This is an optimization exercise on Yosys and OpenROAD, whose aim is small area, not a production implementation. Function was checked by simulation only, so behaviour that the tests miss may differ from the original.

==> inputs of 08-15 <==
// BPC_TOP
module BPC_TOP
(
    input   wire            clk,
    input   wire            rst_n,
    input   wire  [63:0]    data_i,
    input   wire            valid_i,
    input   wire            sop_i,
    input   wire            eop_i,
    output  wire  [63:0]    data_o,
    output  wire  [10:0]    size_o,
    output  wire            d_valid,
    output  wire            s_valid
);
make LEC_CHECK=0 ABC_AREA=1 CAP_MARGIN=20 CELL_PAD_IN_SITES_DETAIL_PLACEMENT=1 CELL_PAD_IN_SITES_GLOBAL_PLACEMENT=2 CORE_MARGIN=2 CORE_UTILIZATION=50 SLEW_MARGIN=20 finish   # period 14.0 ns
run.sh (not shown) runs the stock make flow with config.mk's settings and CLKGATE_MAP_FILE= SYNTH_SCRIPT=/design/flow/synth_recipe.tcl, a recipe that flattens the netlist after the stock synthesis.
==> 02-20 (differences from 08-15) <==
--- a/flow/design.v
+++ b/flow/design.v
@@ -26,19 +26,21 @@
         reg [5:0] r;
         begin
             r = 6'd0;
             for (k = 0; k < 63; k = k + 1)
                 if (v[k]) r = r | k[5:0];
             enc63 = r;
         end
     endfunction
-    wire single = onehot63(dbx_i);
-    wire consec = onehot63(adj) & ~(|(dbx_i & ~(adj | {adj[61:0], 1'b0})));
-    wire [5:0] pos = enc63(dbx_i & ~{dbx_i[61:0], 1'b0});    
+    wire [62:0] st = dbx_i & ~{dbx_i[61:0], 1'b0};    
+    wire one_run = onehot63(st);
+    wire single = one_run & ~(|adj);
+    wire consec = one_run & (|adj) & ~(|(adj & {1'b0, adj[62:1]}));
+    wire [5:0] pos = enc63(st);
     reg [63:0] cw;
     reg [6:0]  sz;
     always @(*) begin
         if (zero) begin
             cw = 64'd0;              sz = 7'd0;
         end else if (ones) begin
             cw = 64'd0;              sz = 7'd5;
         end else if (dbp_flag_i) begin
@@ -74,21 +76,21 @@
     reg  [15:0] base;
     wire [3:0]  idx    = sop_i ? 4'd0 : bcnt;
     wire [15:0] base_c = sop_i ? data_i[63:48] : base;
     wire [15:0] dw [0:3];
     assign dw[0] = data_i[63:48] - base;
     assign dw[1] = data_i[47:32] - base_c;
     assign dw[2] = data_i[31:16] - base_c;
     assign dw[3] = data_i[15:0]  - base_c;
-    reg  [15:0] delta [0:38];
+    reg  [15:0] delta [0:34];
     always @(posedge clk) begin
         if (valid_i & sop_i)
             base <= data_i[63:48];
-        for (i = 0; i < 39; i = i + 1)
+        for (i = 0; i < 35; i = i + 1)
             if (valid_i && idx == (i + 1) / 4)
                 delta[i] <= dw[(i + 1) % 4];
     end
     always @(posedge clk or negedge rst_n) begin
         if (!rst_n)
             bcnt <= 4'd0;
         else if (valid_i)
             bcnt <= idx + 4'd1;
@@ -111,19 +113,19 @@
             for (r = 0; r < 16; r = r + 1)
                 rot[r] = c[(r + 2) % 16];
         end
     endfunction
     reg  [15:0] col [0:62];
     reg  [15:0] base2;
     wire        rot_en = vm2 | (act & ~last);
     always @(posedge clk) begin
-        for (i = 0; i < 39; i = i + 1)
+        for (i = 0; i < 35; i = i + 1)
             col[i] <= vm1 ? ld(delta[i]) : rot(col[i]);
-        for (i = 39; i < 63; i = i + 1) begin
+        for (i = 35; i < 63; i = i + 1) begin
             if (valid_i && idx == (i + 1) / 4)
                 col[i] <= ld(dw[(i + 1) % 4]);
             else if (rot_en)
                 col[i] <= rot(col[i]);
         end
         if (vm1)
             base2 <= base;
     end
@@ -209,32 +211,48 @@
 );
     reg [447:40] sbuf, sbuf_n;
     reg [8:0]   buf_size, buf_size_n;
     reg [10:0]  total_r, total_n;
     reg         dv, dv_n, sv, sv_n;
     reg         flush, flush_n;
     reg [3:0]   send_cnt, send_cnt_n;
     reg         clr;
-    wire [447:40] cb   = dv ? {sbuf[383:40], 64'd0} : sbuf;
+    wire [447:40] cb   = (dv | (buf_size == 9'd0)) ? {sbuf[383:40], 64'd0} : sbuf;
     wire [8:0]   amt   = buf_size + (first_i ? 9'd18 : 9'd0) + {6'd0, rlen_i};
-    wire [453:0] field = {data_i, 320'd0} >> amt;
+    reg  [138:0] fa;
+    reg  [149:0] fb;
+    reg  [196:0] fr;
+    reg  [453:0] field;
+    integer k;
+    always @(*) begin
+        fa = 139'd0;
+        for (k = 0; k < 4; k = k + 1)
+            fa = fa | (({data_i, 5'd0} >> k) & {139{amt[1:0] == k}});
+        fb = 150'd0;
+        for (k = 0; k < 4; k = k + 1)
+            fb = fb | (({fa, 11'd0} >> (4 * k)) & {150{amt[3:2] == k}});
+        fr = {fb, 47'd0} >> {amt[5:4], 4'd0};
+        field = 454'd0;
+        for (k = 0; k < 5; k = k + 1)
+            field = field | (({fr, 257'd0} >> (64 * k)) & {454{amt[8:6] == k}});
+    end
     wire [10:0]  total = sv ? 11'd0 : total_r;
     always @(*) begin
         sbuf_n     = cb;
         buf_size_n = buf_size;
         total_n    = total;
         flush_n    = flush;
         send_cnt_n = send_cnt;
         dv_n       = 1'b0;
         sv_n       = 1'b0;
         clr        = 1'b0;
         if (valid_i) begin
             if (total < 11'd512) begin
-                sbuf_n     = (first_i ? {2'b00, base_i, 390'd0} : cb) | field[447:40];
+                sbuf_n     = cb | field[447:40] | {2'b00, base_i & {16{first_i}}, 390'd0};
                 buf_size_n = buf_size + {1'b0, size_i};
                 total_n    = total + {3'd0, size_i};
             end
             if (buf_size_n >= 9'd64) begin
                 dv_n       = 1'b1;
                 buf_size_n = buf_size_n - 9'd64;
                 send_cnt_n = send_cnt + 4'd1;
             end
--- a/flow/config.mk
+++ b/flow/config.mk
@@ -5,10 +5,10 @@
 export SDC_FILE = /design/flow/constraint.sdc
 export NUM_CORES = 4
 export LEC_CHECK = 0
 export ABC_AREA = 1
 export CAP_MARGIN = 20
 export CELL_PAD_IN_SITES_DETAIL_PLACEMENT = 1
 export CELL_PAD_IN_SITES_GLOBAL_PLACEMENT = 2
 export CORE_MARGIN = 2
-export CORE_UTILIZATION = 50
+export CORE_UTILIZATION = 40
 export SLEW_MARGIN = 20
==> 02-13 (differences from 08-15) <==
--- a/flow/design.v
+++ b/flow/design.v
@@ -26,19 +26,21 @@
         reg [5:0] r;
         begin
             r = 6'd0;
             for (k = 0; k < 63; k = k + 1)
                 if (v[k]) r = r | k[5:0];
             enc63 = r;
         end
     endfunction
-    wire single = onehot63(dbx_i);
-    wire consec = onehot63(adj) & ~(|(dbx_i & ~(adj | {adj[61:0], 1'b0})));
-    wire [5:0] pos = enc63(dbx_i & ~{dbx_i[61:0], 1'b0});    
+    wire [62:0] st = dbx_i & ~{dbx_i[61:0], 1'b0};    
+    wire one_run = onehot63(st);
+    wire single = one_run & ~(|adj);
+    wire consec = one_run & (|adj) & ~(|(adj & {1'b0, adj[62:1]}));
+    wire [5:0] pos = enc63(st);
     reg [63:0] cw;
     reg [6:0]  sz;
     always @(*) begin
         if (zero) begin
             cw = 64'd0;              sz = 7'd0;
         end else if (ones) begin
             cw = 64'd0;              sz = 7'd5;
         end else if (dbp_flag_i) begin
@@ -74,21 +76,21 @@
     reg  [15:0] base;
     wire [3:0]  idx    = sop_i ? 4'd0 : bcnt;
     wire [15:0] base_c = sop_i ? data_i[63:48] : base;
     wire [15:0] dw [0:3];
     assign dw[0] = data_i[63:48] - base;
     assign dw[1] = data_i[47:32] - base_c;
     assign dw[2] = data_i[31:16] - base_c;
     assign dw[3] = data_i[15:0]  - base_c;
-    reg  [15:0] delta [0:38];
+    reg  [15:0] delta [0:34];
     always @(posedge clk) begin
         if (valid_i & sop_i)
             base <= data_i[63:48];
-        for (i = 0; i < 39; i = i + 1)
+        for (i = 0; i < 35; i = i + 1)
             if (valid_i && idx == (i + 1) / 4)
                 delta[i] <= dw[(i + 1) % 4];
     end
     always @(posedge clk or negedge rst_n) begin
         if (!rst_n)
             bcnt <= 4'd0;
         else if (valid_i)
             bcnt <= idx + 4'd1;
@@ -111,19 +113,19 @@
             for (r = 0; r < 16; r = r + 1)
                 rot[r] = c[(r + 2) % 16];
         end
     endfunction
     reg  [15:0] col [0:62];
     reg  [15:0] base2;
     wire        rot_en = vm2 | (act & ~last);
     always @(posedge clk) begin
-        for (i = 0; i < 39; i = i + 1)
+        for (i = 0; i < 35; i = i + 1)
             col[i] <= vm1 ? ld(delta[i]) : rot(col[i]);
-        for (i = 39; i < 63; i = i + 1) begin
+        for (i = 35; i < 63; i = i + 1) begin
             if (valid_i && idx == (i + 1) / 4)
                 col[i] <= ld(dw[(i + 1) % 4]);
             else if (rot_en)
                 col[i] <= rot(col[i]);
         end
         if (vm1)
             base2 <= base;
     end
@@ -209,32 +211,48 @@
 );
     reg [447:40] sbuf, sbuf_n;
     reg [8:0]   buf_size, buf_size_n;
     reg [10:0]  total_r, total_n;
     reg         dv, dv_n, sv, sv_n;
     reg         flush, flush_n;
     reg [3:0]   send_cnt, send_cnt_n;
     reg         clr;
-    wire [447:40] cb   = dv ? {sbuf[383:40], 64'd0} : sbuf;
+    wire [447:40] cb   = (dv | (buf_size == 9'd0)) ? {sbuf[383:40], 64'd0} : sbuf;
     wire [8:0]   amt   = buf_size + (first_i ? 9'd18 : 9'd0) + {6'd0, rlen_i};
-    wire [453:0] field = {data_i, 320'd0} >> amt;
+    reg  [138:0] fa;
+    reg  [149:0] fb;
+    reg  [196:0] fr;
+    reg  [453:0] field;
+    integer k;
+    always @(*) begin
+        fa = 139'd0;
+        for (k = 0; k < 4; k = k + 1)
+            fa = fa | (({data_i, 5'd0} >> k) & {139{amt[1:0] == k}});
+        fb = 150'd0;
+        for (k = 0; k < 4; k = k + 1)
+            fb = fb | (({fa, 11'd0} >> (4 * k)) & {150{amt[3:2] == k}});
+        fr = {fb, 47'd0} >> {amt[5:4], 4'd0};
+        field = 454'd0;
+        for (k = 0; k < 5; k = k + 1)
+            field = field | (({fr, 257'd0} >> (64 * k)) & {454{amt[8:6] == k}});
+    end
     wire [10:0]  total = sv ? 11'd0 : total_r;
     always @(*) begin
         sbuf_n     = cb;
         buf_size_n = buf_size;
         total_n    = total;
         flush_n    = flush;
         send_cnt_n = send_cnt;
         dv_n       = 1'b0;
         sv_n       = 1'b0;
         clr        = 1'b0;
         if (valid_i) begin
             if (total < 11'd512) begin
-                sbuf_n     = (first_i ? {2'b00, base_i, 390'd0} : cb) | field[447:40];
+                sbuf_n     = cb | field[447:40] | {2'b00, base_i & {16{first_i}}, 390'd0};
                 buf_size_n = buf_size + {1'b0, size_i};
                 total_n    = total + {3'd0, size_i};
             end
             if (buf_size_n >= 9'd64) begin
                 dv_n       = 1'b1;
                 buf_size_n = buf_size_n - 9'd64;
                 send_cnt_n = send_cnt + 4'd1;
             end
==> flow/flow/run.sh (new file) <==
#!/bin/bash
# The standard layout, with clock tree synthesis clustering up to 24 sinks within
# 90 um per leaf buffer and without dummy loads (the tree is not padded to balance
# load; hold and setup are still repaired by the standard flow).
set -euo pipefail
export CTS_ARGS="-sink_clustering_enable -repair_clock_nets -sink_clustering_size 24 -sink_clustering_max_diameter 90 -dont_use_dummy_load"
bash standard.sh > standard.log 2>&1
==> flow/standard.sh (new file) <==
#!/bin/bash
# synth_recipe.tcl (not shown) runs the flow's synth.tcl, then flattens the netlist and writes it again
# the make line also repeats each setting of config.mk as NAME=value (left out here)
make -C /OpenROAD-flow-scripts/flow DESIGN_CONFIG=/design/flow/config.mk WORK_HOME=/design/flow/orfs CLKGATE_MAP_FILE= SYNTH_SCRIPT=/design/flow/synth_recipe.tcl "${@:-finish}"
--- a/flow/config.mk
+++ b/flow/config.mk
@@ -5,10 +5,10 @@
 export SDC_FILE = /design/flow/constraint.sdc
 export NUM_CORES = 4
 export LEC_CHECK = 0
 export ABC_AREA = 1
 export CAP_MARGIN = 20
 export CELL_PAD_IN_SITES_DETAIL_PLACEMENT = 1
 export CELL_PAD_IN_SITES_GLOBAL_PLACEMENT = 2
 export CORE_MARGIN = 2
-export CORE_UTILIZATION = 50
+export CORE_UTILIZATION = 40
 export SLEW_MARGIN = 20
removed: flow/run.sh
==> 05-12 (differences from 08-15) <==
--- a/flow/design.v
+++ b/flow/design.v
@@ -26,19 +26,21 @@
         reg [5:0] r;
         begin
             r = 6'd0;
             for (k = 0; k < 63; k = k + 1)
                 if (v[k]) r = r | k[5:0];
             enc63 = r;
         end
     endfunction
-    wire single = onehot63(dbx_i);
-    wire consec = onehot63(adj) & ~(|(dbx_i & ~(adj | {adj[61:0], 1'b0})));
-    wire [5:0] pos = enc63(dbx_i & ~{dbx_i[61:0], 1'b0});    
+    wire [62:0] st = dbx_i & ~{dbx_i[61:0], 1'b0};    
+    wire one_run = onehot63(st);
+    wire single = one_run & ~(|adj);
+    wire consec = one_run & (|adj) & ~(|(adj & {1'b0, adj[62:1]}));
+    wire [5:0] pos = enc63(st);
     reg [63:0] cw;
     reg [6:0]  sz;
     always @(*) begin
         if (zero) begin
             cw = 64'd0;              sz = 7'd0;
         end else if (ones) begin
             cw = 64'd0;              sz = 7'd5;
         end else if (dbp_flag_i) begin
@@ -74,21 +76,21 @@
     reg  [15:0] base;
     wire [3:0]  idx    = sop_i ? 4'd0 : bcnt;
     wire [15:0] base_c = sop_i ? data_i[63:48] : base;
     wire [15:0] dw [0:3];
     assign dw[0] = data_i[63:48] - base;
     assign dw[1] = data_i[47:32] - base_c;
     assign dw[2] = data_i[31:16] - base_c;
     assign dw[3] = data_i[15:0]  - base_c;
-    reg  [15:0] delta [0:38];
+    reg  [15:0] delta [0:34];
     always @(posedge clk) begin
         if (valid_i & sop_i)
             base <= data_i[63:48];
-        for (i = 0; i < 39; i = i + 1)
+        for (i = 0; i < 35; i = i + 1)
             if (valid_i && idx == (i + 1) / 4)
                 delta[i] <= dw[(i + 1) % 4];
     end
     always @(posedge clk or negedge rst_n) begin
         if (!rst_n)
             bcnt <= 4'd0;
         else if (valid_i)
             bcnt <= idx + 4'd1;
@@ -111,19 +113,19 @@
             for (r = 0; r < 16; r = r + 1)
                 rot[r] = c[(r + 2) % 16];
         end
     endfunction
     reg  [15:0] col [0:62];
     reg  [15:0] base2;
     wire        rot_en = vm2 | (act & ~last);
     always @(posedge clk) begin
-        for (i = 0; i < 39; i = i + 1)
+        for (i = 0; i < 35; i = i + 1)
             col[i] <= vm1 ? ld(delta[i]) : rot(col[i]);
-        for (i = 39; i < 63; i = i + 1) begin
+        for (i = 35; i < 63; i = i + 1) begin
             if (valid_i && idx == (i + 1) / 4)
                 col[i] <= ld(dw[(i + 1) % 4]);
             else if (rot_en)
                 col[i] <= rot(col[i]);
         end
         if (vm1)
             base2 <= base;
     end
@@ -209,32 +211,48 @@
 );
     reg [447:40] sbuf, sbuf_n;
     reg [8:0]   buf_size, buf_size_n;
     reg [10:0]  total_r, total_n;
     reg         dv, dv_n, sv, sv_n;
     reg         flush, flush_n;
     reg [3:0]   send_cnt, send_cnt_n;
     reg         clr;
-    wire [447:40] cb   = dv ? {sbuf[383:40], 64'd0} : sbuf;
+    wire [447:40] cb   = (dv | (buf_size == 9'd0)) ? {sbuf[383:40], 64'd0} : sbuf;
     wire [8:0]   amt   = buf_size + (first_i ? 9'd18 : 9'd0) + {6'd0, rlen_i};
-    wire [453:0] field = {data_i, 320'd0} >> amt;
+    reg  [138:0] fa;
+    reg  [149:0] fb;
+    reg  [196:0] fr;
+    reg  [453:0] field;
+    integer k;
+    always @(*) begin
+        fa = 139'd0;
+        for (k = 0; k < 4; k = k + 1)
+            fa = fa | (({data_i, 5'd0} >> k) & {139{amt[1:0] == k}});
+        fb = 150'd0;
+        for (k = 0; k < 4; k = k + 1)
+            fb = fb | (({fa, 11'd0} >> (4 * k)) & {150{amt[3:2] == k}});
+        fr = {fb, 47'd0} >> {amt[5:4], 4'd0};
+        field = 454'd0;
+        for (k = 0; k < 5; k = k + 1)
+            field = field | (({fr, 257'd0} >> (64 * k)) & {454{amt[8:6] == k}});
+    end
     wire [10:0]  total = sv ? 11'd0 : total_r;
     always @(*) begin
         sbuf_n     = cb;
         buf_size_n = buf_size;
         total_n    = total;
         flush_n    = flush;
         send_cnt_n = send_cnt;
         dv_n       = 1'b0;
         sv_n       = 1'b0;
         clr        = 1'b0;
         if (valid_i) begin
             if (total < 11'd512) begin
-                sbuf_n     = (first_i ? {2'b00, base_i, 390'd0} : cb) | field[447:40];
+                sbuf_n     = cb | field[447:40] | {2'b00, base_i & {16{first_i}}, 390'd0};
                 buf_size_n = buf_size + {1'b0, size_i};
                 total_n    = total + {3'd0, size_i};
             end
             if (buf_size_n >= 9'd64) begin
                 dv_n       = 1'b1;
                 buf_size_n = buf_size_n - 9'd64;
                 send_cnt_n = send_cnt + 4'd1;
             end
--- a/flow/config.mk
+++ b/flow/config.mk
@@ -5,10 +5,12 @@
 export SDC_FILE = /design/flow/constraint.sdc
 export NUM_CORES = 4
 export LEC_CHECK = 0
 export ABC_AREA = 1
 export CAP_MARGIN = 20
 export CELL_PAD_IN_SITES_DETAIL_PLACEMENT = 1
 export CELL_PAD_IN_SITES_GLOBAL_PLACEMENT = 2
 export CORE_MARGIN = 2
-export CORE_UTILIZATION = 50
+export CORE_UTILIZATION = 40
+export CTS_CLUSTER_DIAMETER = 60
+export CTS_CLUSTER_SIZE = 20
 export SLEW_MARGIN = 20
==> summary.txt <==
- Die W: 507.1 um
- Synth cell types: 77
- Synth Area in Simple Gates: 24.21%
- DP Area: 105800 um2
- Post-synthesis mux area share: 6.406%
- Syn nets: 11.97k
- Area contributors post-synth: edfxtp_1 31%, dfxtp_1 19%, nand2_1 11%
- Status: no timing/DRC/antenna violations
- Clock sinks: 2051
- Dpl cells: 14.78k
-- figures above: 05-12

==> summary.txt <==
- Failed at: 5_1_grt
- Synth Area in Simple Gates: 26.74%
- Synth cell types: 88
- Post-synthesis mux area share: 6.816%
- Die height: 474.8 um
- Register area share after synthesis: 47.80%
- Post-synth top cells: 2600 x nand2_1, 1741 x nand3_1, 1040 x edfxtp_1, 1032 x dfxtp_1, 788 x nor2_1
- DP Area: 112500 um2
- Area contributors post-synth: edfxtp_1 28%, dfxtp_1 19%, nand2_1 8.8%
- Syn nets: 12.38k
- Status: aborted with a tool error
- Post-DP HPWL: 392400 um
- Die W: 474.8 um
- First Err: [ERROR GRT-0228] Horizontal edge usage exceeds the maximum allowed. (7, 28) usage=65535 limit=3200
- Clock sinks: 2115
- Dpl cells: 14.74k
- Post-Syn Area: 110800 um2
-- figures above: 08-15

==> summary.txt <==
- Status: no timing/DRC/antenna violations
- Mean post-synth cell area: 8.601 um2
- Syn nets: 11.97k
- Min Tclk post-route: 11200 ps
- DP Area: 105800 um2
- Clock sinks: 2051
- Post-synthesis mux area share: 6.406%
- Met1 Routed Length: 184700 um
- Synth cell types: 77
- Die W: 507.1 um
- Area contributors post-synth: edfxtp_1 31%, dfxtp_1 19%, nand2_1 11%
- Cells after synthesis: 11.77k
- Dpl cells: 14.78k
- Vias: 85.92k
-- figures above: 02-20

==> summary.txt <==
- Status: no timing/DRC/antenna violations
- Slowest cell on crit path: buf_4
- Synth Area in Adders: 1.693%
- Slew Viols, Final: 0
- Area contributors post-synth: edfxtp_1 31%, dfxtp_1 19%, nand2_1 11%
- Gate family responsible for the most delay along the worst path: simple AND/OR/NAND/NOR gates
- Bufs on Longest Clock Path: 3
- Register area share after synthesis: 51.04%
- Layout clock area frac: 2.557%
- Nets: 11.74k
- IO Port Bufs: 145
- Die W: 507.1 um
- Syn nets: 11.97k
- Post-synthesis mux area share: 6.406%
- Vias per cell: 5.691
- R2R Setup Slk: 2880 ps
- Synth cell types: 77
- Dpl cells: 14.78k
-- figures above: 02-13

[afterwards: timing with drivers on the ports]
Ports are ideal in the flow. The routed layouts listed here were re-timed in OpenROAD. Step 1 sets driving cells, clkbuf_16 on the clock port and buf_2 on the other inputs (assumed; they add their load-dependent delay and slew). Step 2, shift: input delay + t, output delay - t, t = (earliest + latest rising clock arrival at the registers) / 2. This alone moves slack from input paths to output paths. Three values: ideal, step 1, step 2; two values: the first two.
| run | shift t [ns] | setup slack, ns | worst slew at a driven data input, ns |
|---|---|---|---|
| 02-20 | 0.980 | 2.796 / 2.796 / 2.796 | 0.08 |
| 02-13 | 0.900 | 2.883 / 2.883 / 2.883 | 0.08 |
| 05-12 | 0.985 | 2.870 / 2.870 / 2.870 | 0.08 |
After both steps setup and hold are still met in every run listed.
